Background: an optimization exercise with open tools, aiming at a short achievable clock period and few clock cycles. Do not read the settings as production practice. The RTL was checked by simulation tests, not by an equivalence proof against the original design.

[run.sh]
#!/bin/bash
# synth_recipe.tcl (not shown) runs the flow's synth.tcl, then flattens the netlist and writes it again
# the make line also repeats each setting of config.mk as NAME=value (left out here)
make -C /OpenROAD-flow-scripts/flow DESIGN_CONFIG=/design/flow/config.mk WORK_HOME=/design/flow/orfs CLKGATE_MAP_FILE= SYNTH_SCRIPT=/design/flow/synth_recipe.tcl finish
[config.mk]
export PLATFORM = sky130hd
export DESIGN_NAME = cpu
export DESIGN_NICKNAME = cpu
export VERILOG_FILES = /design/flow/design.v
export SDC_FILE = /design/flow/constraint.sdc
export NUM_CORES = 4
export LEC_CHECK = 0
export CAP_MARGIN = 20
export CORE_MARGIN = 2
export CORE_UTILIZATION = 40
export SLEW_MARGIN = 20
[constraint.sdc]
create_clock -name core_clock -period 150.0 [get_ports {clk}]
set_input_delay 30.0000 -clock core_clock [delete_from_list [all_inputs] [get_ports {clk}]]
set_output_delay 30.0000 -clock core_clock [all_outputs]
set_load 0.01 [all_outputs]
[design.v]
module cpu(
    input  logic        clk, reset,
    output logic [31:0] pcF,
    input  logic [31:0] instrF,
    output logic        memwriteM,
    output logic [31:0] aluoutM, writedataM,
    input  logic [31:0] readdataM
);
    localparam int DSTEP = 8;             
    localparam int DCYC  = 32 / DSTEP;    
    logic rst_q;
    always_ff @(posedge clk or posedge reset) begin
        if (reset) rst_q <= 1'b1;
        else       rst_q <= 1'b0;
    end
    logic [7:0]   pc;                     
    assign pcF = {22'b0, pc, 2'b00};
    logic [7:0]   bt_tgt [0:255];
    logic [511:0] bt_ctr;
    logic [1:0]   ctr_f;
    logic [7:0]   pred_f;
    assign ctr_f  = bt_ctr[{pc, 1'b0} +: 2];
    assign pred_f = ctr_f[1] ? bt_tgt[pc] : pc + 8'd1;
    logic [31:0] ir;
    logic [7:0]  ir_pc, ir_pred;
    logic        ir_v;
    logic [31:0] h_i;
    logic [7:0]  h_pc, h_pred;
    logic        sel;
    logic [31:0] xi;
    logic [7:0]  xpc, xpred;
    logic        xv;
    assign xi    = sel ? h_i    : ir;
    assign xpc   = sel ? h_pc   : ir_pc;
    assign xpred = sel ? h_pred : ir_pred;
    assign xv    = sel | ir_v;
    logic [5:0] op, fn;
    logic [4:0] rs, rt, rd, dest;
    assign op = xi[31:26];
    assign fn = xi[5:0];
    assign rs = xi[25:21];
    assign rt = xi[20:16];
    assign rd = xi[15:11];
    logic is_r, is_addi, is_lw, is_sw, is_beq, is_j;
    logic f_sub, f_and, f_or, f_slt, f_mult, f_div, f_mflo, f_mfhi;
    assign is_r    = op == 6'h00;
    assign is_addi = op == 6'h08;
    assign is_lw   = op == 6'h23;
    assign is_sw   = op == 6'h2b;
    assign is_beq  = op == 6'h04;
    assign is_j    = op == 6'h02;
    assign f_sub   = fn == 6'h22;
    assign f_and   = fn == 6'h24;
    assign f_or    = fn == 6'h25;
    assign f_slt   = fn == 6'h2a;
    assign f_mult  = fn == 6'h18;
    assign f_div   = fn == 6'h1a;
    assign f_mflo  = fn == 6'h12;
    assign f_mfhi  = fn == 6'h10;
    logic uses_rs, uses_rt, regwrite, is_mdu;
    assign uses_rs  = is_r | is_addi | is_lw | is_sw | is_beq;
    assign uses_rt  = is_r | is_sw | is_beq;
    assign dest     = is_r ? rd : rt;
    assign regwrite = (is_r | is_addi | is_lw) & (dest != 5'd0);
    assign is_mdu   = is_r & (f_mult | f_div | f_mflo | f_mfhi);
    logic [31:0] rf [1:31];
    logic        m_rw, m_ld, w_rw, w_ld;
    logic [4:0]  m_dest, w_dest;
    logic [31:0] w_alu, w_rd, w_res;
    assign w_res = w_ld ? w_rd : w_alu;
    logic [31:0] A, B;
    always_comb begin
        if (rs == 5'd0)                 A = 32'd0;
        else if (m_rw && m_dest == rs)  A = aluoutM;
        else if (w_rw && w_dest == rs)  A = w_res;
        else                            A = rf[rs];
    end
    always_comb begin
        if (rt == 5'd0)                 B = 32'd0;
        else if (m_rw && m_dest == rt)  B = aluoutM;
        else if (w_rw && w_dest == rt)  B = w_res;
        else                            B = rf[rt];
    end
    logic [31:0] hi, lo;
    logic [63:0] prod;
    logic        busy, mul_p;
    logic stall;
    assign stall = xv & ((m_rw & m_ld & ((uses_rs & m_dest == rs) |
                                         (uses_rt & m_dest == rt))) |
                         (is_mdu & busy));
    logic go;
    assign go = xv & ~stall;
    logic [31:0] simm, res;
    assign simm = {{16{xi[15]}}, xi[15:0]};
    always_comb begin
        if (!is_r)       res = A + simm;
        else if (f_sub)  res = A - B;
        else if (f_and)  res = A & B;
        else if (f_or)   res = A | B;
        else if (f_slt)  res = {31'd0, (A[31] != B[31]) ? A[31] : (A < B)};
        else if (f_mflo) res = mul_p ? prod[31:0]  : lo;
        else if (f_mfhi) res = mul_p ? prod[63:32] : hi;
        else if (f_mult | f_div) res = 32'd0;
        else             res = A + B;
    end
    logic [7:0] seq, ttgt, actual;
    logic       taken, mispredict;
    assign seq    = xpc + 8'd1;
    assign ttgt   = is_j ? xi[7:0] : seq + xi[7:0];
    assign taken  = is_j | (is_beq & (A == B));
    assign actual = taken ? ttgt : seq;
    assign mispredict = go & (actual != xpred);
    always_ff @(posedge clk) begin
        if (rst_q) begin
            pc   <= 8'd0;
            ir_v <= 1'b0;
            sel  <= 1'b0;
        end else begin
            pc   <= mispredict ? actual : (stall ? pc : pred_f);
            ir_v <= ~mispredict;
            sel  <= stall;
        end
    end
    always_ff @(posedge clk) begin
        ir      <= instrF;
        ir_pc   <= pc;
        ir_pred <= pred_f;
        if (stall) begin
            h_i    <= xi;
            h_pc   <= xpc;
            h_pred <= xpred;
        end
    end
    logic bt_upd;
    logic [1:0] ctr_x, ctr_n;
    assign bt_upd = go & (is_beq | is_j);
    assign ctr_x  = bt_ctr[{xpc, 1'b0} +: 2];
    always_comb begin
        if (is_j)              ctr_n = 2'b11;
        else if (taken)        ctr_n = (ctr_x == 2'b11) ? 2'b11 : ctr_x + 2'b01;
        else                   ctr_n = (ctr_x == 2'b00) ? 2'b00 : ctr_x - 2'b01;
    end
    always_ff @(posedge clk) begin
        if (rst_q) bt_ctr <= '0;
        else if (bt_upd) bt_ctr[{xpc, 1'b0} +: 2] <= ctr_n;
    end
    always_ff @(posedge clk) begin
        if (bt_upd) bt_tgt[xpc] <= ttgt;
    end
    always_ff @(posedge clk or posedge reset) begin
        if (reset) memwriteM <= 1'b0;
        else       memwriteM <= go & is_sw & ~rst_q;
    end
    always_ff @(posedge clk) begin
        m_rw <= go & regwrite & ~rst_q;
        m_ld <= is_lw;
    end
    always_ff @(posedge clk) begin
        m_dest     <= dest;
        aluoutM    <= res;
        writedataM <= B;
    end
    always_ff @(posedge clk) begin
        w_rw <= m_rw & ~rst_q;
    end
    always_ff @(posedge clk) begin
        w_ld   <= m_ld;
        w_dest <= m_dest;
        w_alu  <= aluoutM;
        w_rd   <= readdataM;
        if (w_rw) rf[w_dest] <= w_res;
    end
    function automatic logic [63:0] dstep(input logic [63:0] rq, input logic [31:0] d,
                                          input logic [33:0] d3);
        logic [34:0] r4, s1, s2, s3;
        r4 = {1'b0, rq[63:30]};
        s1 = r4 - {3'b0, d};
        s2 = r4 - {2'b0, d, 1'b0};
        s3 = r4 - {1'b0, d3};
        if (!s3[34])      dstep = {s3[31:0], rq[29:0], 2'b11};
        else if (!s2[34]) dstep = {s2[31:0], rq[29:0], 2'b10};
        else if (!s1[34]) dstep = {s1[31:0], rq[29:0], 2'b01};
        else              dstep = {r4[31:0], rq[29:0], 2'b00};
    endfunction
    logic [31:0] ma, mb;
    logic [33:0] mb3;
    logic [3:0]  dcnt;
    assign busy = dcnt != 0;
    assign prod = {32'd0, ma} * {32'd0, mb};
    logic [63:0] dnext;
    always_comb begin
        dnext = {hi, lo};
        for (int k = 0; k < DSTEP / 2; k++) dnext = dstep(dnext, mb, mb3);
    end
    always_ff @(posedge clk) begin
        if (rst_q) begin
            mul_p <= 1'b0;
            dcnt  <= '0;
        end else begin
            mul_p <= go & is_r & f_mult;
            if (go & is_r & f_div) dcnt <= DCYC;
            else if (dcnt != 0)    dcnt <= dcnt - 1'b1;
        end
    end
    always_ff @(posedge clk) begin
        if (go & is_r & (f_mult | f_div)) begin
            ma  <= A;
            mb  <= B;
            mb3 <= {2'b0, B} + {1'b0, B, 1'b0};
        end
        if (go & is_r & f_div) begin
            hi <= 32'd0;
            lo <= A;
        end else if (mul_p) begin
            {hi, lo} <= prod;
        end else if (dcnt != 0) begin
            {hi, lo} <= dnext;
        end
    end
endmodule
==> impl_metrics.env, run 1 <==
export IMPL_startpoint_type="register"
export IMPL_via_per_inst=5.99
export IMPL_hold_buffers=0
export IMPL_crit_fanout=31
export IMPL_wire_per_inst_um=27.6
export IMPL_cts_buffers=419
export IMPL_nFillCells=52800
export IMPL_synth_xor_area_share_pct=1.93
export IMPL_min_path_type="register to register"
export IMPL_fin_cells=29000
export IMPL_tns_ns=0
export IMPL_cap_violations=0
export IMPL_core_mm2=0.576
export IMPL_synth_adder_area_share_pct=12.4
export IMPL_hold_depth=0
export IMPL_crit_type="register to output pin"
export IMPL_core_rowCount=279
export IMPL_crit_chain="clkdlybuf4s50_1"
export IMPL_h_tree_depth=5
export IMPL_cp_slowest_cell="dfxtp_4"
export IMPL_cp_depth=1
export IMPL_crit_path_max_incr_delay_ns=0.79
export IMPL_yosysWarnings=1
export IMPL_drt_total_wl_um=800000
export IMPL_arrival_ns=2.46
export IMPL_clock_sinks=3976
export IMPL_worst_r2r_cell_count=65
export IMPL_worstMarginPinSlew_ns=1.29
export IMPL_slew_violations=0
export IMPL_async_reset_ff_share_pct=0.0503
export IMPL_skew_ns=0.125
export IMPL_pre_cts_ws_ns=118.56
export IMPL_hold_viol=0
export IMPL_io_pins=163
export IMPL_synth_compound_area_share_pct=9.47
export IMPL_crit_buf_inv=1
export IMPL_firstDrtPassIters=9
export IMPL_ys_seq_area_share_pct=48.4
export IMPL_rsz0062_at_grt="false"
export IMPL_place_area_mm2=0.241
export IMPL_yosys_top_cells_count="nand2_1, edfxtp_1, inv_1, clkbuf_1, nor2_1"
export IMPL_track_usage_pct=26.7
export IMPL_place_congestion=0.974
export IMPL_cp_data_required_time_ns=120.00
export IMPL_drt_iter0_drc=21700
export IMPL_synth_mux_area_share_pct=8.37
export IMPL_vias=174000
export IMPL_die_w_um=764
export IMPL_antenna_found_initial=76
export IMPL_avgSynthCellArea_um2=10.9
export IMPL_ys_flop_type="edfxtp_1"
export IMPL_place_inst=28200
export IMPL_cts_tree="built"
export IMPL_synth_cell_types=93
export IMPL_clk_pin_slew_worst_paths_ns=0.07
export IMPL_finalSetupViolCount=0
export IMPL_synth_seq_cells=3976
export IMPL_synthDominantCellAreaShare_pct=41.8
export IMPL_ys_top_cells_by_area="edfxtp_1, fa_1, mux4_2"
export IMPL_io_buffers=138
export IMPL_area_delta_synth_final_pct=10.5
export IMPL_grt_pass1_vias=167000
export IMPL_max_slew_margin_pct=13.2
export IMPL_grt_max_degree=213
export IMPL_clk_latency_ns=1.06
export IMPL_drive_gt1_share_pct=9.68
export IMPL_antenna_left=0
export IMPL_cts_setup_buffers=0
export IMPL_synth_most_common_cell="nand2_1"
export IMPL_overflow=0
export IMPL_dieArea_mm2=0.584
export IMPL_synth_top_family_by_area="simple AND/OR/NAND/NOR gates"
export IMPL_syn_area_mm2=0.231
export IMPL_drc=0
export IMPL_grt_pass1_wl_um=1160000
export IMPL_ctsResizeCount=0
export IMPL_fmax_mhz=30.8
export IMPL_period_share_pct=21.6
export IMPL_synth_simple_area_share_pct=15.0
export IMPL_period_needed_ns=32.46
export IMPL_end_kind="output pin"
export IMPL_synth_edf_count=3217
export IMPL_layout_nets=22700
export IMPL_cp_top_family="flip-flops"
export IMPL_status="no timing/DRC/antenna violations"
export IMPL_layout_setup_ws_ns=117.54
export IMPL_hold_ws_ns=0.350
export IMPL_cts_root_buf="clkbuf_16"
export IMPL_synth_top_cell_by_area="edfxtp_1"
export IMPL_post_route_cell_area_mm2=0.255
export IMPL_hpwlAfterDp_um=522000
export IMPL_start_util_pct=40.1
export IMPL_die_h_um=764
export IMPL_synth_cells=21300
export IMPL_cts_max_path_buffers=4
final timing paths:
kind | endpoint | from | slack [ns]
max | pcF[3] | pc[1] | 117.54
max in group asynchronous | rst_q | reset | 120.59
min | w_ld | m_ld | 0.35
min reg2reg | w_ld | m_ld | 0.35
max reg2reg | hi[13] | mb[1] | 129.16
min in group asynchronous | memwriteM | reset | 29.21
registers in the layout, indices dropped and copies added (netlist names), 32 cells and up, named ones only:
name	cells
bt_tgt	2048
rf	992
h_i	32
ma	32
w_alu	32
mb	32
writedataM	32
aluoutM	32
bt_ctr	512
w_rd	32
mb3	33
lo	32
ir	32
hi	32
kinds of logic (layout without fill, tap and decap cells):
group	Yosys count	count (layout)
buf+inv	2712	2622
compound gates	3357	3357
flops	3976	3976
xor+xnor	510	510
fa+ha+maj	1738	1738
other cells	1	55
mux	970	970
simple gates	8024	8024
placed cells by master, fill, tap and decap left out, types with 85 or more instances in the layout:
cell / count
nand3_1: 1129
a21o_1: 204
clkbuf_1: 89
nor2b_1: 85
and3_1: 296
nor2_1: 1119
a21oi_1: 1091
ha_1: 825
buf_4: 380
dfxtp_1: 745
edfxtp_1: 3217
clkdlybuf4s50_1: 138
mux2i_1: 133
o211ai_1: 151
nor3_1: 491
fa_1: 913
and2_1: 276
a31oi_1: 166
clkbuf_16: 430
xor2_1: 174
xnor2_1: 335
a311oi_1: 390
nand2b_1: 90
inv_1: 1287
o21ai_0: 551
mux4_2: 764
a211oi_1: 114
nand2_1: 4243
metrics by stage:
stage	utilization [%]
2_1_floorplan	-
6_report	44.3
5_1_grt	44.3
4_1_cts	44.3
3_5_place_dp	41.8
3_3_place_gp	41.8
layer usage:
| metal | vias up | global-route usage [%] | wire length [µm] | share of wire [%] |
|---|---|---|---|---|
| met2 | 9479 | 40.4 | 351000 | 44 |
| met4 | 56 | 12.5 | 43800 | 5.5 |
| met1 | 87000 | 36.5 | 318000 | 40 |
| met3 | 1888 | 5.92 | 85900 | 11 |
| met5 | - | 0 | 349 | 0.044 |
| li1 | 75300 | - | - | - |
final cells by class:
type | count | area (µm²) | share of cell area (%)
Sequential cell | 3976 | 112000 | 43.8
Multi-Input combinational cell | 14600 | 110000 | 43.1
Clock buffer | 549 | 11500 | 4.50
Tap cell | 7727 | 9670 | 3.79
Inverter | 1307 | 4960 | 1.94
Timing Repair Buffer | 544 | 4760 | 1.86
Clock inverter | 222 | 2620 | 1.03
Antenna cell | 30 | 75.1 | 0.0294
Testbench counts, summed over its fixed seeds: cycles 51,101.
==> inputs of run 2 (changes only) <==
--- a/design.v
+++ b/design.v
@@ -13,14 +13,25 @@
         if (reset) rst_q <= 1'b1;
         else       rst_q <= 1'b0;
     end
-    logic [7:0]   pc;                     
-    assign pcF = {22'b0, pc, 2'b00};
-    logic [7:0]   bt_tgt [0:255];
-    logic [511:0] bt_ctr;
-    logic [1:0]   ctr_f;
-    logic [7:0]   pred_f;
-    assign ctr_f  = bt_ctr[{pc, 1'b0} +: 2];
-    assign pred_f = ctr_f[1] ? bt_tgt[pc] : pc + 8'd1;
+    logic [7:0]   pc, pc_o;
+    logic [7:0]   npc;
+    assign pcF = {22'b0, pc_o, 2'b00};
+    localparam int NB = 32;
+    logic [NB-1:0] b_v;
+    logic [7:0]    b_tag [0:NB-1];
+    logic [7:0]    b_tgt [0:NB-1];
+    logic [1:0]    b_ctr [0:NB-1];
+    logic [4:0]    b_ptr;
+    logic [NB-1:0] hf;
+    logic [7:0]    tgt_f, pred_f;
+    always_comb begin
+        tgt_f = 8'd0;
+        for (int i = 0; i < NB; i++) begin
+            hf[i] = b_v[i] & (b_tag[i] == pc) & b_ctr[i][1];
+            tgt_f = tgt_f | ({8{hf[i]}} & b_tgt[i]);
+        end
+    end
+    assign pred_f = (|hf) ? tgt_f : pc + 8'd1;
     logic [31:0] ir;
     logic [7:0]  ir_pc, ir_pred;
     logic        ir_v;
@@ -66,18 +77,18 @@
     logic [31:0] rf [1:31];
     logic        m_rw, m_ld, w_rw, w_ld;
     logic [4:0]  m_dest, w_dest;
-    logic [31:0] w_alu, w_rd, w_res;
+    logic [31:0] w_alu, w_rd, w_res, m_res;
     assign w_res = w_ld ? w_rd : w_alu;
     logic [31:0] A, B;
     always_comb begin
         if (rs == 5'd0)                 A = 32'd0;
-        else if (m_rw && m_dest == rs)  A = aluoutM;
+        else if (m_rw && m_dest == rs)  A = m_res;
         else if (w_rw && w_dest == rs)  A = w_res;
         else                            A = rf[rs];
     end
     always_comb begin
         if (rt == 5'd0)                 B = 32'd0;
-        else if (m_rw && m_dest == rt)  B = aluoutM;
+        else if (m_rw && m_dest == rt)  B = m_res;
         else if (w_rw && w_dest == rt)  B = w_res;
         else                            B = rf[rt];
     end
@@ -116,10 +127,16 @@
             ir_v <= 1'b0;
             sel  <= 1'b0;
         end else begin
-            pc   <= mispredict ? actual : (stall ? pc : pred_f);
+            pc   <= npc;
             ir_v <= ~mispredict;
             sel  <= stall;
         end
+    end
+    assign npc = mispredict ? actual : (stall ? pc : pred_f);
+    always_ff @(posedge clk or posedge reset) begin
+        if (reset)      pc_o <= 8'd0;
+        else if (rst_q) pc_o <= 8'd0;
+        else            pc_o <= npc;
     end
     always_ff @(posedge clk) begin
         ir      <= instrF;
@@ -132,20 +149,33 @@
         end
     end
     logic bt_upd;
-    logic [1:0] ctr_x, ctr_n;
+    logic [NB-1:0] hx;
+    always_comb
+        for (int i = 0; i < NB; i++) hx[i] = b_v[i] & (b_tag[i] == xpc);
     assign bt_upd = go & (is_beq | is_j);
-    assign ctr_x  = bt_ctr[{xpc, 1'b0} +: 2];
-    always_comb begin
-        if (is_j)              ctr_n = 2'b11;
-        else if (taken)        ctr_n = (ctr_x == 2'b11) ? 2'b11 : ctr_x + 2'b01;
-        else                   ctr_n = (ctr_x == 2'b00) ? 2'b00 : ctr_x - 2'b01;
-    end
-    always_ff @(posedge clk) begin
-        if (rst_q) bt_ctr <= '0;
-        else if (bt_upd) bt_ctr[{xpc, 1'b0} +: 2] <= ctr_n;
-    end
-    always_ff @(posedge clk) begin
-        if (bt_upd) bt_tgt[xpc] <= ttgt;
+    always_ff @(posedge clk) begin
+        if (rst_q) begin
+            b_v   <= '0;
+            b_ptr <= '0;
+        end else if (bt_upd) begin
+            if (|hx) begin
+                for (int i = 0; i < NB; i++) if (hx[i]) begin
+                    b_tgt[i] <= ttgt;
+                    if (is_j | taken) b_ctr[i] <= (b_ctr[i] == 2'b11) ? 2'b11 : b_ctr[i] + 2'b01;
+                    else              b_ctr[i] <= (b_ctr[i] == 2'b00) ? 2'b00 : b_ctr[i] - 2'b01;
+                end
+            end else if (taken) begin
+                b_v[b_ptr % NB]   <= 1'b1;
+                b_tag[b_ptr % NB] <= xpc;
+                b_tgt[b_ptr % NB] <= ttgt;
+                b_ctr[b_ptr % NB] <= is_j ? 2'b11 : 2'b10;
+                b_ptr <= (b_ptr + 5'd1) % NB;
+            end
+        end
+    end
+    always_ff @(posedge clk or posedge reset) begin
+        if (reset) aluoutM <= 32'd0;
+        else       aluoutM <= res;
     end
     always_ff @(posedge clk or posedge reset) begin
         if (reset) memwriteM <= 1'b0;
@@ -157,7 +187,7 @@
     end
     always_ff @(posedge clk) begin
         m_dest     <= dest;
-        aluoutM    <= res;
+        m_res      <= res;
         writedataM <= B;
     end
     always_ff @(posedge clk) begin
@@ -166,7 +196,7 @@
     always_ff @(posedge clk) begin
         w_ld   <= m_ld;
         w_dest <= m_dest;
-        w_alu  <= aluoutM;
+        w_alu  <= m_res;
         w_rd   <= readdataM;
         if (w_rw) rf[w_dest] <= w_res;
     end
==> run 2 against run 1 <==
Compared with the run above:
- sequential cell count decreased by 1915
- count of clock-buffer cells in the layout decreased by 224
- die area decreased by 33%
- critical path depth unchanged
- synthesized cell count decreased by 23%
- synthesized area decreased by 33%
- non-clock buffer count decreased by 71
- critical path type unchanged
- largest cell class is now multi-input gates
==> impl_metrics.env, run 2 <==
export IMPL_drc=0
export IMPL_fmax_mhz=31.4
export IMPL_r2r_end="hi[16]"
export IMPL_yosysWarnings=1
export IMPL_arrival_ns=1.86
export IMPL_die_h_um=626
export IMPL_whs_endpoint="w_alu[1]"
export IMPL_cts_buffers=232
export IMPL_crit_chain="clkdlybuf4s50_1"
export IMPL_hold_viol=0
export IMPL_firstDrtPassIters=6
export IMPL_cp_slowest_cell="clkdlybuf4s50_1"
export IMPL_tns_ns=0
export IMPL_avgSynthCellArea_um2=9.42
export IMPL_hold_depth=0
export IMPL_crit_path_max_incr_delay_ns=0.52
export IMPL_end_kind="output pin"
export IMPL_largest_reg_flops=992
export IMPL_status="no timing/DRC/antenna violations"
export IMPL_hold_buffers=0
export IMPL_cp_data_required_time_ns=120.00
export IMPL_synthDominantCellAreaShare_pct=33.2
export IMPL_gr_usage_met2_pct=44.1
export IMPL_core_rowCount=228
export IMPL_synth_seq_cells=2061
export IMPL_busiest_layer="met2"
export IMPL_synth_cell_types=97
export IMPL_hp_start="m_res[1]"
export IMPL_layout_nets=18000
export IMPL_cts_max_path_buffers=4
export IMPL_track_usage_pct=28.2
export IMPL_cp_top_family="buffers and inverters"
export IMPL_drt_iter0_drc=15300
export IMPL_cts_tree="built"
export IMPL_start_util_pct=40.1
export IMPL_max_slew_margin_pct=7.92
export IMPL_die_w_um=626
export IMPL_startpoint_type="register"
export IMPL_grt_max_degree=162
export IMPL_rsz0062_at_grt="false"
export IMPL_synth_cells=16400
export IMPL_hold_ws_ns=0.301
export IMPL_clk_latency_ns=1.02
export IMPL_clock_sinks=2061
export IMPL_clk_pin_slew_worst_paths_ns=0.09
export IMPL_cp_depth=1
export IMPL_dieArea_mm2=0.392
export IMPL_period_needed_ns=31.86
export IMPL_cap_violations=0
export IMPL_final_common_cell="nand2_1"
export IMPL_period_share_pct=21.2
export IMPL_synth_most_common_cell="nand2_1"
export IMPL_hpwlAfterDp_um=387000
export IMPL_async_reset_ff_share_pct=2.04
export IMPL_skew_ns=0.144
export IMPL_ys_top_cells_by_area="edfxtp_1, fa_1, nand2_1"
export IMPL_crit_buf_inv=1
export IMPL_slew_violations=0
export IMPL_finalSetupViolCount=0
export IMPL_wire_per_inst_um=26.3
export IMPL_synth_top_cell_by_area="edfxtp_1"
export IMPL_h_tree_depth=4
export IMPL_gr_usage_met1_pct=37.3
export IMPL_grt_pass1_vias=124000
export IMPL_syn_area_mm2=0.155
export IMPL_cts_setup_buffers=0
export IMPL_antenna_left=0
export IMPL_crit_fanout=1
export IMPL_reg2reg_slack_ns=129.26
export IMPL_ys_flop_type="edfxtp_1"
export IMPL_overflow=0
export IMPL_drive_gt1_share_pct=6.19
export IMPL_grt_pass1_wl_um=826000
export IMPL_rr_startpoint="mb[1]"
export IMPL_core_mm2=0.385
export IMPL_antenna_found_initial=31
export IMPL_use_met3_pct=4.91
export IMPL_area_delta_synth_final_pct=9.98
export IMPL_worstMarginPinSlew_ns=1.35
export IMPL_cts_root_buf="clkbuf_16"
export IMPL_place_congestion=0.974
export IMPL_min_path_type="register to register"
export IMPL_via_per_inst=5.95
export IMPL_synth_edf_count=1713
export IMPL_drt_total_wl_um=569000
export IMPL_crit_type="register to output pin"
export IMPL_io_pins=163
export IMPL_yosys_top_cells_count="nand2_1, edfxtp_1, inv_1, fa_1, a21oi_1"
export IMPL_worst_r2r_cell_count=64
export IMPL_ys_seq_area_share_pct=37.9
export IMPL_top_register="rf"
export IMPL_top_regs="rf (992), b_tag (256), b_tgt (256)"
export IMPL_nFillCells=36600
export IMPL_vias=129000
export IMPL_layout_common_cells="nand2_1, edfxtp_1, inv_1"
export IMPL_ctsResizeCount=0
export IMPL_io_buffers=138
-- run 2: cell types whose count changed after synthesis, moves of 374 or more --
cell	delta
edfxtp_1	-1504
nand2_1	-908
mux4_2	-764
nor2_1	-545
dfxtp_1	-451
xnor2_1	+405
nand3_1	-399
clkbuf_1	-374
-- run 2: stage by stage --
stage	utilization, %	worst slack, ns	cells	area (µm²)
after floorplan	-	119.03	16400	155000
after global placement	42.2	118.64	21200	162000
after detailed placement	42.2	118.63	21200	162000
after CTS	44.1	118.09	21600	170000
after global routing	44.1	118.10	21600	170000
final	44.2	118.14	21600	170000
-- run 2: cells by family (layout without fill, tap and decap cells) --
group / count (synthesis) / after routing / share of synthesized area (%)
compound gates: 3078 / 3078 / 13.3
xor+xnor: 1001 / 1001 / 5.67
fa+ha+maj: 1740 / 1740 / 18.5
buf+inv: 2286 / 2253 / 5.63
flops: 2061 / 2061 / 37.9
mux: 273 / 273 / 1.87
other cells: 1 / 48 / 0.00242
simple gates: 5981 / 5981 / 17.1
-- run 2: worst register-to-register path, delay by kind of cell (launching register included) --
family	cells	cell delay, ns
buffers and inverters	6	2.16
flip-flops	1	0.36
adder cells (fa/ha/maj)	4	1.56
AO/OA/AOI/OAI	38	11.99
AND/OR/NAND/NOR	16	4.65
-- run 2: cell type report --
type / count / area (µm²) / share of cell area (%)
multi-input cells: 12100 / 88300 / 51.9
flip-flops and latches: 2061 / 58600 / 34.5
clock buffers: 325 / 6600 / 3.88
well taps: 5175 / 6470 / 3.81
inverters: 1350 / 5100 / 3.00
repair buffers: 473 / 4010 / 2.36
clock inverters: 105 / 1030 / 0.607
diodes: 23 / 57.6 / 0.0338
-- run 2: how the worst max path moves through the flow --
stage	end	slack (ns)	startpoint
after global placement	aluoutM[24]	118.64	reset
after CTS	writedataM[17]	118.09	writedataM[17]
after detailed placement	aluoutM[24]	118.63	reset
final	writedataM[17]	118.14	writedataM[17]
after global routing	writedataM[17]	118.10	writedataM[17]
after floorplan	aluoutM[0]	119.03	reset
-- run 2: per-layer routing --
| metal | up-vias | wire, µm |
|---|---|---|
| met5 | - | 77 |
| met2 | 6862 | 252000 |
| met4 | 12 | 35900 |
| met1 | 63600 | 224000 |
| met3 | 1281 | 56500 |
| li1 | 56800 | - |
Testbench counts of run 2, summed over its fixed seeds: cycles 50,859.
==> inputs of run 3 (changes only) <==
==> flow/run.sh (new file) <==
#!/bin/bash
# Layout flow: the standard ORFS flow (standard.sh, unchanged synthesis)
# with two changes to how the layout is optimised:
#  - the port buffers are buf_4 cells instead of the default pick;
#  - the timing repair steps aim for SETUP_SLACK_MARGIN ns of setup slack, so
#    the resizer works on the I/O paths, which are met with a large slack at
#    the design's period and otherwise left unoptimised.
# The clock period, SDC and every other setting are the standard flow's.
set -uo pipefail
export BUFFER_PORTS_ARGS="-buffer_cell sky130_fd_sc_hd__buf_4"
export SETUP_SLACK_MARGIN=119.0
bash standard.sh > standard_flow.log 2>&1
status=$?
mkdir -p logs_orfs
cp -r orfs/logs/* logs_orfs/ 2>/dev/null || true
exit $status
==> standard.sh (new file) <==
#!/bin/bash
# synth_recipe.tcl (not shown) runs the flow's synth.tcl, then flattens the netlist and writes it again
# the make line also repeats each setting of config.mk as NAME=value (left out here)
make -C /OpenROAD-flow-scripts/flow DESIGN_CONFIG=/design/flow/config.mk WORK_HOME=/design/flow/orfs CLKGATE_MAP_FILE= SYNTH_SCRIPT=/design/flow/synth_recipe.tcl "${@:-finish}"
removed: run.sh
==> run 3 against run 2 <==
Compared with the run above:
- global-route usage barely moved
- maximum frequency increased by 1.1%
- largest cell class unchanged
- first-iteration DRC count shrank 0.21%
- sequential share of layout area rose by 0.052 points
- synthesized area did not move
- non-clock buffer count down 13
==> impl_metrics.env, run 3 <==
export IMPL_end_kind="output pin"
export IMPL_cp_top_family="flip-flops"
export IMPL_hpwlAfterDp_um=385000
export IMPL_via_per_inst=5.93
export IMPL_synth_seq_cells=2061
export IMPL_fin_cells=21600
export IMPL_synthDominantCellAreaShare_pct=33.2
export IMPL_drive_gt1_share_pct=7.17
export IMPL_die_h_um=626
export IMPL_hold_ws_ns=0.338
export IMPL_place_congestion=0.969
export IMPL_finalSetupViolCount=0
export IMPL_nFillCells=36900
export IMPL_top_register="rf"
export IMPL_hold_viol=0
export IMPL_core_rowCount=228
export IMPL_fmax_mhz=31.7
export IMPL_synth_edf_count=1713
export IMPL_tns_ns=0
export IMPL_ys_flop_type="edfxtp_1"
export IMPL_slew_violations=0
export IMPL_firstDrtPassIters=9
export IMPL_max_slew_margin_pct=19.7
export IMPL_clk_pin_slew_worst_paths_ns=0.06
export IMPL_cap_violations=0
export IMPL_cts_buffers=230
export IMPL_wire_per_inst_um=26.3
export IMPL_layout_nets=18000
export IMPL_crit_chain="buf_6"
export IMPL_hold_buffers=0
export IMPL_synth_cell_types=97
export IMPL_start_util_pct=40.1
export IMPL_period_share_pct=21.0
export IMPL_top_regs="rf (992), b_tag (256), b_tgt (256)"
export IMPL_crit_path_max_incr_delay_ns=0.38
export IMPL_final_util_pct=44.1
export IMPL_crit_type="register to output pin"
export IMPL_clock_sinks=2061
export IMPL_rsz0062_at_grt="true"
export IMPL_cts_tree="built"
export IMPL_startpoint_type="register"
export IMPL_min_path_type="register to register"
export IMPL_antenna_found_initial=31
export IMPL_yosys_top_cells_count="nand2_1, edfxtp_1, inv_1, fa_1, a21oi_1"
export IMPL_track_usage_pct=28.2
export IMPL_layout_common_cells="nand2_1, edfxtp_1, inv_1"
export IMPL_status="no timing/DRC/antenna violations"
export IMPL_synth_cells=16400
export IMPL_place_inst=21100
export IMPL_clk_latency_ns=1.03
export IMPL_ys_top_cells_by_area="edfxtp_1, fa_1, nand2_1"
export IMPL_drc=0
export IMPL_synth_top_cell_by_area="edfxtp_1"
export IMPL_async_reset_ff_share_pct=2.04
export IMPL_worstMarginPinSlew_ns=1.20
export IMPL_antenna_left=0
export IMPL_arrival_ns=1.52
export IMPL_dieArea_mm2=0.392
export IMPL_yosysWarnings=1
export IMPL_crit_fanout=1
export IMPL_die_w_um=626
export IMPL_avgSynthCellArea_um2=9.42
export IMPL_grt_pass1_vias=123000
export IMPL_final_common_cell="nand2_1"
export IMPL_synth_most_common_cell="nand2_1"
export IMPL_h_tree_depth=4
export IMPL_period_needed_ns=31.52
export IMPL_grt_max_degree=133
export IMPL_grt_pass1_wl_um=825000
export IMPL_area_delta_synth_final_pct=9.89
export IMPL_core_mm2=0.385
export IMPL_skew_ns=0.143
export IMPL_drt_iter0_drc=15200
export IMPL_syn_area_mm2=0.155
export IMPL_largest_reg_flops=992
export IMPL_ys_seq_area_share_pct=37.9
export IMPL_crit_buf_inv=1
export IMPL_cts_max_path_buffers=4
export IMPL_overflow=0
export IMPL_cp_slowest_cell="dfrtp_1"
export IMPL_cp_data_required_time_ns=120.00
export IMPL_cts_root_buf="clkbuf_16"
export IMPL_vias=128000
export IMPL_drt_total_wl_um=567000
export IMPL_io_pins=163
export IMPL_io_buffers=138
-- run 3: cell counts after synthesis --
No cell type changed its count.
-- run 3: per-layer routing --
metal	track usage, %	vias to the layer above	routed length, µm
met1	37.7	63100	225000
met5	0	-	101
li1	-	56700	-
met2	43.9	6899	250000
met4	14.7	16	34600
met3	4.95	1293	57900
-- run 3: timing repair --
action | CTS | global route
setup endpoints to repair | 73 | 73
resized for setup | 88 | 17
setup buffers | 0 | 0
endpoints found under the hold margin | 0 | 0
-- run 3: path summary, 6_finish.rpt --
check	from	to	slack [ns]	depth (start not counted)
worst max-delay path	aluoutM[14]	aluoutM[14]	118.48	1
worst max register to register	mb[6]	hi[16]	129.12	63
worst min-delay path	m_res[3]	w_alu[3]	0.34	0
max in group asynchronous	reset	aluoutM[30]	119.89	3
min in group asynchronous	reset	pc_o[2]	29.30	3
worst min register to register	m_res[3]	w_alu[3]	0.34	0
-- run 3: stage by stage --
step	cell area [µm²]	worst slack [ns]
floorplan	155000	119.03
global placement	162000	118.98
detailed placement	162000	118.97
CTS	170000	118.44
global route	170000	118.46
finish	170000	118.48
-- run 3: cell type report --
class / count / area [µm²] / area share (%)
antenna: 12 / 30.0 / 0.0177
multi-input combinational: 12100 / 88300 / 51.9
inverter: 1350 / 5100 / 3.00
timing repair buffer: 460 / 3870 / 2.28
clock inverter: 121 / 1130 / 0.666
clock buffer: 309 / 6480 / 3.81
tap: 5175 / 6470 / 3.81
sequential: 2061 / 58700 / 34.5
-- run 3: kinds of logic after synthesis --
logic type                 share of synthesized area, %
adders and majority gates                          18.5
xor gates and xnor gates                           5.67
other                                           0.00242
muxes                                              1.87
and+or+nand+nor                                    17.1
DFF                                                37.9
AOI/OAI and AO/OA                                  13.3
buffers and inverters                              5.63
==> inputs of run 4 (changes only) <==
--- a/design.v
+++ b/design.v
@@ -94,7 +94,8 @@
     end
     logic [31:0] hi, lo;
     logic [63:0] prod;
-    logic        busy, mul_p;
+    logic        busy, dlast, mul_p;
+    logic [63:0] dnext;
     logic stall;
     assign stall = xv & ((m_rw & m_ld & ((uses_rs & m_dest == rs) |
                                          (uses_rt & m_dest == rt))) |
@@ -109,8 +110,8 @@
         else if (f_and)  res = A & B;
         else if (f_or)   res = A | B;
         else if (f_slt)  res = {31'd0, (A[31] != B[31]) ? A[31] : (A < B)};
-        else if (f_mflo) res = mul_p ? prod[31:0]  : lo;
-        else if (f_mfhi) res = mul_p ? prod[63:32] : hi;
+        else if (f_mflo) res = mul_p ? prod[31:0]  : dlast ? dnext[31:0]  : lo;
+        else if (f_mfhi) res = mul_p ? prod[63:32] : dlast ? dnext[63:32] : hi;
         else if (f_mult | f_div) res = 32'd0;
         else             res = A + B;
     end
@@ -132,7 +133,10 @@
             sel  <= stall;
         end
     end
-    assign npc = mispredict ? actual : (stall ? pc : pred_f);
+    logic jF, take_jF;
+    assign jF      = instrF[31:26] == 6'h02;
+    assign take_jF = jF & ~mispredict & ~stall;
+    assign npc = take_jF ? instrF[7:0] : (mispredict ? actual : (stall ? pc : pred_f));
     always_ff @(posedge clk or posedge reset) begin
         if (reset)      pc_o <= 8'd0;
         else if (rst_q) pc_o <= 8'd0;
@@ -141,7 +145,7 @@
     always_ff @(posedge clk) begin
         ir      <= instrF;
         ir_pc   <= pc;
-        ir_pred <= pred_f;
+        ir_pred <= jF ? instrF[7:0] : pred_f;
         if (stall) begin
             h_i    <= xi;
             h_pc   <= xpc;
@@ -164,7 +168,7 @@
                     if (is_j | taken) b_ctr[i] <= (b_ctr[i] == 2'b11) ? 2'b11 : b_ctr[i] + 2'b01;
                     else              b_ctr[i] <= (b_ctr[i] == 2'b00) ? 2'b00 : b_ctr[i] - 2'b01;
                 end
-            end else if (taken) begin
+            end else if (taken & ~is_j) begin
                 b_v[b_ptr % NB]   <= 1'b1;
                 b_tag[b_ptr % NB] <= xpc;
                 b_tgt[b_ptr % NB] <= ttgt;
@@ -215,12 +219,25 @@
     logic [31:0] ma, mb;
     logic [33:0] mb3;
     logic [3:0]  dcnt;
-    assign busy = dcnt != 0;
+    assign busy  = dcnt[3:1] != 3'd0;
+    assign dlast = dcnt == 4'd1;
     assign prod = {32'd0, ma} * {32'd0, mb};
-    logic [63:0] dnext;
     always_comb begin
         dnext = {hi, lo};
         for (int k = 0; k < DSTEP / 2; k++) dnext = dstep(dnext, mb, mb3);
+    end
+    logic [5:0] dskip;
+    logic [3:0] dcyc0;
+    always_comb begin
+        if (B[31:24] != 8'd0 || A[31:8] < B[23:0]) begin
+            dskip = 6'd24; dcyc0 = 4'd1;
+        end else if (B[31:16] != 16'd0 || A[31:16] < B[15:0]) begin
+            dskip = 6'd16; dcyc0 = 4'd2;
+        end else if (B[31:8] != 24'd0 || A[31:24] < B[7:0]) begin
+            dskip = 6'd8;  dcyc0 = 4'd3;
+        end else begin
+            dskip = 6'd0;  dcyc0 = 4'd4;
+        end
     end
     always_ff @(posedge clk) begin
         if (rst_q) begin
@@ -228,7 +245,7 @@
             dcnt  <= '0;
         end else begin
             mul_p <= go & is_r & f_mult;
-            if (go & is_r & f_div) dcnt <= DCYC;
+            if (go & is_r & f_div) dcnt <= dcyc0;
             else if (dcnt != 0)    dcnt <= dcnt - 1'b1;
         end
     end
@@ -239,8 +256,7 @@
             mb3 <= {2'b0, B} + {1'b0, B, 1'b0};
         end
         if (go & is_r & f_div) begin
-            hi <= 32'd0;
-            lo <= A;
+            {hi, lo} <= {32'd0, A} << dskip;
         end else if (mul_p) begin
             {hi, lo} <= prod;
         end else if (dcnt != 0) begin
--- a/config.mk
+++ b/config.mk
@@ -7,5 +7,5 @@
 export LEC_CHECK = 0
 export CAP_MARGIN = 20
 export CORE_MARGIN = 2
-export CORE_UTILIZATION = 40
+export CORE_UTILIZATION = 65
 export SLEW_MARGIN = 20
==> run 4 against run 3 <==
Compared with the run above:
- now fails the layout checks on antenna rules
- hold slack worse by 0.0075 ns
- synthesized cell count rose by 2.8%
- worst setup slack better by 0.051 ns
- non-clock buffer count grew 70
- final area is 0.49% higher
- critical path type unchanged
- critical endpoint is now pcF[8]
- largest cell class unchanged
- highest routed layer unchanged
==> impl_metrics.env, run 4 <==
export IMPL_async_reset_ff_share_pct=2.04
export IMPL_wire_per_inst_um=29.5
export IMPL_cp_depth=1
export IMPL_cts_tree="built"
export IMPL_io_buffers=138
export IMPL_die_w_um=497
export IMPL_syn_area_mm2=0.158
export IMPL_overflow=0
export IMPL_multi_input_area_mm2=0.0909
export IMPL_antenna_left=1
export IMPL_drc=0
export IMPL_yosys_top_cells_count="nand2_1, edfxtp_1, inv_1, nand3_1, fa_1"
export IMPL_top_regs="rf (992), b_tag (256), b_tgt (256)"
export IMPL_yosysWarnings=1
export IMPL_start_util_pct=65.5
export IMPL_cap_violations=0
export IMPL_end_kind="output pin"
export IMPL_antenna_found_initial=40
export IMPL_layout_nets=18600
export IMPL_synth_edf_count=1745
export IMPL_ys_top_cells_by_area="edfxtp_1, fa_1, nand2_1"
export IMPL_io_pins=163
export IMPL_die_h_um=497
export IMPL_worstMarginPinSlew_ns=1.41
export IMPL_top_register="rf"
export IMPL_cts_buffers=210
export IMPL_status="finished with violations"
export IMPL_ys_seq_area_share_pct=37.4
export IMPL_slew_violations=0
export IMPL_synth_cell_types=117
export IMPL_fin_cells=20100
export IMPL_grt_max_degree=140
export IMPL_hold_viol=0
export IMPL_arrival_ns=1.47
export IMPL_fmax_mhz=31.8
export IMPL_cp_startpoint="pc_o[6]"
export IMPL_cts_root_buf="clkbuf_16"
export IMPL_min_path_type="register to register"
export IMPL_core_rowCount=180
export IMPL_area_delta_synth_final_pct=8.28
export IMPL_crit_chain="buf_6"
export IMPL_cts_max_path_buffers=3
export IMPL_layout_setup_ws_ns=118.53
export IMPL_post_route_cell_area_mm2=0.171
export IMPL_crit_path_max_incr_delay_ns=0.39
export IMPL_h_tree_depth=4
export IMPL_skew_ns=0.112
export IMPL_core_mm2=0.241
export IMPL_cts_setup_buffers=0
export IMPL_so_violations="antenna rules"
export IMPL_layout_common_cells="nand2_1, edfxtp_1, inv_1"
export IMPL_synthDominantCellAreaShare_pct=33.2
export IMPL_clk_latency_ns=0.96
export IMPL_grt_pass1_vias=131000
export IMPL_tns_ns=0
export IMPL_max_slew_margin_pct=5.82
export IMPL_largest_reg_flops=992
export IMPL_place_inst=19700
export IMPL_hpwlAfterDp_um=401000
export IMPL_place_area_mm2=0.163
export IMPL_endpoint="pcF[8]"
export IMPL_crit_type="register to output pin"
export IMPL_pre_cts_ws_ns=118.36
export IMPL_drt_iter0_drc=21100
export IMPL_synth_most_common_cell="nand2_1"
export IMPL_rr_startpoint="mb[2]"
export IMPL_crit_fanout=1
export IMPL_track_usage_pct=47.5
export IMPL_avgSynthCellArea_um2=9.35
export IMPL_rsz0062_at_grt="true"
export IMPL_synth_top_cell_by_area="edfxtp_1"
export IMPL_cp_top_family="flip-flops"
export IMPL_firstDrtPassIters=9
export IMPL_vias=137000
export IMPL_crit_buf_inv=1
export IMPL_drive_gt1_share_pct=7.39
export IMPL_startpoint_type="register"
export IMPL_clock_sinks=2061
export IMPL_dieArea_mm2=0.247
export IMPL_via_per_inst=6.81
export IMPL_synth_seq_cells=2061
export IMPL_grt_pass1_wl_um=859000
export IMPL_worst_r2r_cell_count=63
export IMPL_nFillCells=18100
export IMPL_period_needed_ns=31.47
export IMPL_register_area_mm2=0.0590
export IMPL_period_share_pct=21.0
export IMPL_final_common_cell="nand2_1"
export IMPL_finalSetupViolCount=0
export IMPL_synth_cells=16900
export IMPL_reg2reg_slack_ns=127.42
export IMPL_drt_total_wl_um=594000
export IMPL_r2r_end="aluoutM[8]"
export IMPL_cp_slowest_cell="dfrtp_1"
export IMPL_ys_flop_type="edfxtp_1"
export IMPL_cp_data_required_time_ns=120.00
export IMPL_place_congestion=1.11
export IMPL_clk_pin_slew_worst_paths_ns=0.07
run 4: cells by family after synthesis:
kind of cell | count (synthesis) | synth area share (%)
compound gates | 3132 | 13.3
xor+xnor | 1013 | 5.62
fa+ha+maj | 1799 | 18.6
buf+inv | 2312 | 5.60
flops | 2061 | 37.4
mux | 247 | 1.66
other cells | 1 | 0.00238
simple gates | 6311 | 17.8
run 4: routing by layer:
metal	GRT usage, %	vias to the layer above	part of all wire, %
li1	-	58500	-
met1	59.1	65100	34
met2	70.1	10700	42
met3	14.4	2626	14
met4	35.0	24	9.1
met5	0.463	-	0.025
run 4: how the worst min path moves through the flow:
stage                   start         to  cells after the start
detailed placement       m_ld       w_ld                      0
CTS                 m_res[27]  w_alu[27]                      0
global route        m_res[27]  w_alu[27]                      0
floorplan               pc[2]   ir_pc[2]                      0
finish              m_res[27]  w_alu[27]                      0
global placement         m_ld       w_ld                      0
run 4: cell type report:
cell class | count | share of cell area, %
diodes | 40 | 0.0586
inverters | 1367 | 3.03
well taps | 3185 | 2.33
clock inverters | 101 | 0.780
flip-flops and latches | 2061 | 34.5
multi-input cells | 12500 | 53.2
clock buffers | 292 | 3.52
repair buffers | 530 | 2.56
run 4: through the flow:
stage               hold slack (ns)  util [%]
detailed placement            0.349      67.7
CTS                           0.333      70.8
global placement              0.352      67.7
global route                  0.348      70.9
finish                        0.331      70.9
floorplan                     0.329         -
run 4: what timing repair did:
action / in CTS / in global routing
hold buffers: 0 / 0
gates resized for setup: 89 / 14
gates cloned: 0 / 0
setup endpoints to repair: 73 / 73
Testbench counts of run 4, summed over its fixed seeds: cycles 49,718.
==> inputs of run 5 (changes only) <==
--- a/design.v
+++ b/design.v
@@ -77,18 +77,18 @@
     logic [31:0] rf [1:31];
     logic        m_rw, m_ld, w_rw, w_ld;
     logic [4:0]  m_dest, w_dest;
-    logic [31:0] w_alu, w_rd, w_res, m_res;
+    logic [31:0] w_alu, w_rd, w_res, m_res, m_fwd;
     assign w_res = w_ld ? w_rd : w_alu;
     logic [31:0] A, B;
     always_comb begin
         if (rs == 5'd0)                 A = 32'd0;
-        else if (m_rw && m_dest == rs)  A = m_res;
+        else if (m_rw && m_dest == rs)  A = m_fwd;
         else if (w_rw && w_dest == rs)  A = w_res;
         else                            A = rf[rs];
     end
     always_comb begin
         if (rt == 5'd0)                 B = 32'd0;
-        else if (m_rw && m_dest == rt)  B = m_res;
+        else if (m_rw && m_dest == rt)  B = m_fwd;
         else if (w_rw && w_dest == rt)  B = w_res;
         else                            B = rf[rt];
     end
@@ -96,10 +96,14 @@
     logic [63:0] prod;
     logic        busy, dlast, mul_p;
     logic [63:0] dnext;
+    logic dep_a, dep_b, alu_op, defer, sw_ld;
+    assign dep_a  = m_rw & m_ld & uses_rs & (m_dest == rs);
+    assign dep_b  = m_rw & m_ld & uses_rt & (m_dest == rt);
+    assign alu_op = is_addi | (is_r & ~is_mdu);
+    assign defer  = alu_op & (dep_a | dep_b);
+    assign sw_ld  = is_sw & dep_b & ~dep_a;
     logic stall;
-    assign stall = xv & ((m_rw & m_ld & ((uses_rs & m_dest == rs) |
-                                         (uses_rt & m_dest == rt))) |
-                         (is_mdu & busy));
+    assign stall = xv & (((dep_a | dep_b) & ~alu_op & ~sw_ld) | (is_mdu & busy));
     logic go;
     assign go = xv & ~stall;
     logic [31:0] simm, res;
@@ -192,15 +196,43 @@
     always_ff @(posedge clk) begin
         m_dest     <= dest;
         m_res      <= res;
-        writedataM <= B;
-    end
+        writedataM <= sw_ld ? readdataM : B;
+    end
+    logic        m_def, m_sela, m_selb;
+    logic [2:0]  m_ctl;
+    logic [31:0] m_opa, m_opb, la, lb, late;
+    always_ff @(posedge clk) begin
+        m_def  <= go & defer;
+        m_sela <= dep_a;
+        m_selb <= dep_b & is_r;
+        m_opa  <= A;
+        m_opb  <= is_r ? B : simm;
+        if (!is_r)      m_ctl <= 3'd0;
+        else if (f_sub) m_ctl <= 3'd1;
+        else if (f_and) m_ctl <= 3'd2;
+        else if (f_or)  m_ctl <= 3'd3;
+        else if (f_slt) m_ctl <= 3'd4;
+        else            m_ctl <= 3'd0;
+    end
+    assign la = m_sela ? w_rd : m_opa;
+    assign lb = m_selb ? w_rd : m_opb;
+    always_comb begin
+        case (m_ctl)
+            3'd1:    late = la - lb;
+            3'd2:    late = la & lb;
+            3'd3:    late = la | lb;
+            3'd4:    late = {31'd0, (la[31] != lb[31]) ? la[31] : (la < lb)};
+            default: late = la + lb;
+        endcase
+    end
+    assign m_fwd = m_def ? late : m_res;
     always_ff @(posedge clk) begin
         w_rw <= m_rw & ~rst_q;
     end
     always_ff @(posedge clk) begin
         w_ld   <= m_ld;
         w_dest <= m_dest;
-        w_alu  <= m_res;
+        w_alu  <= m_fwd;
         w_rd   <= readdataM;
         if (w_rw) rf[w_dest] <= w_res;
     end
--- a/config.mk
+++ b/config.mk
@@ -7,5 +7,5 @@
 export LEC_CHECK = 0
 export CAP_MARGIN = 20
 export CORE_MARGIN = 2
-export CORE_UTILIZATION = 65
+export CORE_UTILIZATION = 40
 export SLEW_MARGIN = 20
==> run 5 against run 4 <==
Compared with the run above:
- the run now finishes clean
- sequential share of layout area is 1.2 points lower
- non-clock buffer count rose by 38
- final area is 6.1% higher
- global-route usage fell by 18 points
- synthesized cell count up 6.7%
- die area rose by 69%
- synthesized area rose by 4.6%
- maximum frequency is 0.22% higher
- routed wire length increased by 8.1%
- critical path type unchanged
- critical endpoint is now pcF[6]
- highest routed layer unchanged
==> impl_metrics.env, run 5 <==
export IMPL_status="no timing/DRC/antenna violations"
export IMPL_via_per_inst=6.00
export IMPL_largest_reg_flops=992
export IMPL_use_met3_pct=4.90
export IMPL_slew_violations=0
export IMPL_synthDominantCellAreaShare_pct=31.7
export IMPL_cts_buffers=223
export IMPL_top_register="rf"
export IMPL_fin_cells=23500
export IMPL_h_tree_depth=4
export IMPL_synth_cells=18000
export IMPL_clock_sinks=2131
export IMPL_synth_top_cell_by_area="edfxtp_1"
export IMPL_overflow=0
export IMPL_vias=141000
export IMPL_die_w_um=646
export IMPL_yosys_top_cells_count="nand2_1, edfxtp_1, inv_1, nand3_1, ha_1"
export IMPL_synth_simple_area_share_pct=18.4
export IMPL_skew_ns=0.140
export IMPL_gr_usage_met2_pct=46.4
export IMPL_synth_top_family_by_area="adder cells"
export IMPL_die_h_um=646
export IMPL_cts_tree="built"
export IMPL_synth_edf_count=1745
export IMPL_crit_type="register to output pin"
export IMPL_synth_seq_cells=2131
export IMPL_drc=0
export IMPL_grt_max_degree=161
export IMPL_drive_gt1_share_pct=7.23
export IMPL_synth_compound_area_share_pct=13.7
export IMPL_end_kind="output pin"
export IMPL_crit_chain="buf_6"
export IMPL_drt_iter0_drc=17600
export IMPL_busiest_layer="met2"
export IMPL_layout_nets=19800
export IMPL_rsz0062_at_grt="true"
export IMPL_io_pins=163
export IMPL_drt_total_wl_um=642000
export IMPL_synth_adder_area_share_pct=18.5
export IMPL_hold_viol=0
export IMPL_synth_xor_area_share_pct=5.52
export IMPL_tns_ns=0
export IMPL_place_congestion=1.03
export IMPL_clk_latency_ns=0.97
export IMPL_period_share_pct=20.9
export IMPL_cp_data_required_time_ns=120.00
export IMPL_synth_mux_area_share_pct=1.56
export IMPL_place_inst=23000
export IMPL_crit_path_max_incr_delay_ns=0.42
export IMPL_crit_buf_inv=1
export IMPL_fmax_mhz=31.9
export IMPL_cp_top_family="flip-flops"
export IMPL_worstMarginPinSlew_ns=1.37
export IMPL_max_slew_margin_pct=7.52
export IMPL_gr_usage_met1_pct=39.3
export IMPL_hpwlAfterDp_um=442000
export IMPL_final_common_cell="nand2_1"
export IMPL_grt_pass1_vias=134000
export IMPL_min_path_type="register to register"
export IMPL_track_usage_pct=29.9
export IMPL_firstDrtPassIters=7
export IMPL_synth_cell_types=114
export IMPL_antenna_left=0
export IMPL_yosysWarnings=1
export IMPL_ys_flop_type="edfxtp_1"
export IMPL_cts_max_path_buffers=4
export IMPL_top_regs="rf (992), b_tag (256), b_tgt (256)"
export IMPL_area_delta_synth_final_pct=9.79
export IMPL_async_reset_ff_share_pct=1.97
export IMPL_start_util_pct=40.2
export IMPL_wire_per_inst_um=27.4
export IMPL_final_util_pct=44.2
export IMPL_core_rowCount=235
export IMPL_cts_root_buf="clkbuf_16"
export IMPL_crit_fanout=1
export IMPL_syn_area_mm2=0.165
export IMPL_finalSetupViolCount=0
export IMPL_startpoint_type="register"
export IMPL_antenna_found_initial=23
export IMPL_cap_violations=0
export IMPL_io_buffers=138
export IMPL_avgSynthCellArea_um2=9.16
export IMPL_layout_common_cells="nand2_1, edfxtp_1, inv_1"
export IMPL_period_needed_ns=31.40
export IMPL_clk_pin_slew_worst_paths_ns=0.06
export IMPL_arrival_ns=1.40
export IMPL_hold_buffers=0
export IMPL_ys_seq_area_share_pct=36.6
export IMPL_cp_slowest_cell="dfrtp_1"
export IMPL_synth_most_common_cell="nand2_1"
export IMPL_core_mm2=0.410
export IMPL_ys_top_cells_by_area="edfxtp_1, fa_1, nand2_1"
export IMPL_dieArea_mm2=0.418
export IMPL_grt_pass1_wl_um=926000
==> run 5: area by class of cell <==
type                       count  area (µm²)
tap                         5451        6820
clock buffer                 290        6160
sequential                  2131       60400
clock inverter               119        1390
inverter                    1455        5510
timing repair buffer         568        4640
multi-input combinational  13400       96200
fill                       39500      229000
antenna                       34        85.1
==> run 5: final timing paths <==
| kind | from | end | slack [ns] | depth (start not counted) |
|---|---|---|---|---|
| worst max-delay path | pc_o[4] | pcF[6] | 118.60 | 1 |
| worst max register to register | mb[14] | aluoutM[8] | 127.18 | 67 |
| worst min-delay path | m_dest[0] | w_dest[0] | 0.40 | 0 |
| worst min register to register | m_dest[0] | w_dest[0] | 0.40 | 0 |
| max in group asynchronous | reset | aluoutM[2] | 120.04 | 2 |
| min in group asynchronous | reset | memwriteM | 29.36 | 2 |
==> run 5: repair_timing <==
action	4_1_cts	5_1_grt
resized for setup	90	10
setup buffers	0	1
setup endpoints to repair	73	87
pin swaps	0	1
==> run 5: metrics by stage <==
step | cell area, µm² | hold slack [ns] | setup WS, ns
floorplan | 165000 | 0.329 | 118.63
global placement | 173000 | 0.387 | 118.12
detailed placement | 173000 | 0.391 | 118.11
CTS | 181000 | 0.402 | 118.56
global route | 181000 | 0.415 | 118.58
finish | 181000 | 0.401 | 118.60
==> run 5: kinds of logic after synthesis <==
kind of cell	after synthesis
adders and majority gates	1898
DFF	2131
xor gates and xnor gates	1041
muxes	243
and+or+nand+nor	6840
AOI/OAI and AO/OA	3373
buffers and inverters	2483
other	1
==> run 5: layer usage <==
metal	vias to the layer above	part of all wire, %	wire length (µm)
met5	-	0.012	75
met4	10	7.0	44900
met3	1527	9.7	62600
met2	7666	44	284000
met1	69400	39	251000
li1	62200	-	-
Testbench counts of run 5, summed over its fixed seeds: cycles 49,398.

-- re-timing with driven ports --
The results above use ideal ports. As a check the final layouts listed here were re-extracted and re-timed, cells and wires unchanged. Step 1 assumes that a clkbuf_16 drives the clock port and a buf_2 every other input. Step 2 times the ports against the registers' clock, not the clock port: input delays grow and output delays shrink by t, the midpoint of the rising clock arrivals with the driver on. Three values: ideal, step 1, step 2; two values: the first two.
| run | t (ns) | slack for setup (ns) | clock arrival spread, ns | worst register clock-pin slew, ns |
|---|---|---|---|---|
| run 1 | 1.135 | 117.536 / 117.399 / 118.534 | 0.129 / 0.128 | 0.07 / 0.07 |
| run 2 | 1.050 | 118.140 / 118.026 / 118.711 | 0.164 / 0.164 | 0.09 / 0.09 |
| run 3 | 1.079 | 118.483 / 118.364 / 118.909 | 0.143 / 0.143 | 0.08 / 0.08 |
| run 4 | 1.008 | 118.534 / 118.427 / 118.306 | 0.122 / 0.123 | 0.08 / 0.08 |
| run 5 | 0.996 | 118.604 / 118.507 / 118.331 | 0.141 / 0.140 | 0.07 / 0.07 |
For run 5, which loses most, drivers alone change the setup slack by -0.097 ns; drivers and shift together by -0.273 ns. Setup slack includes reset recovery checks.
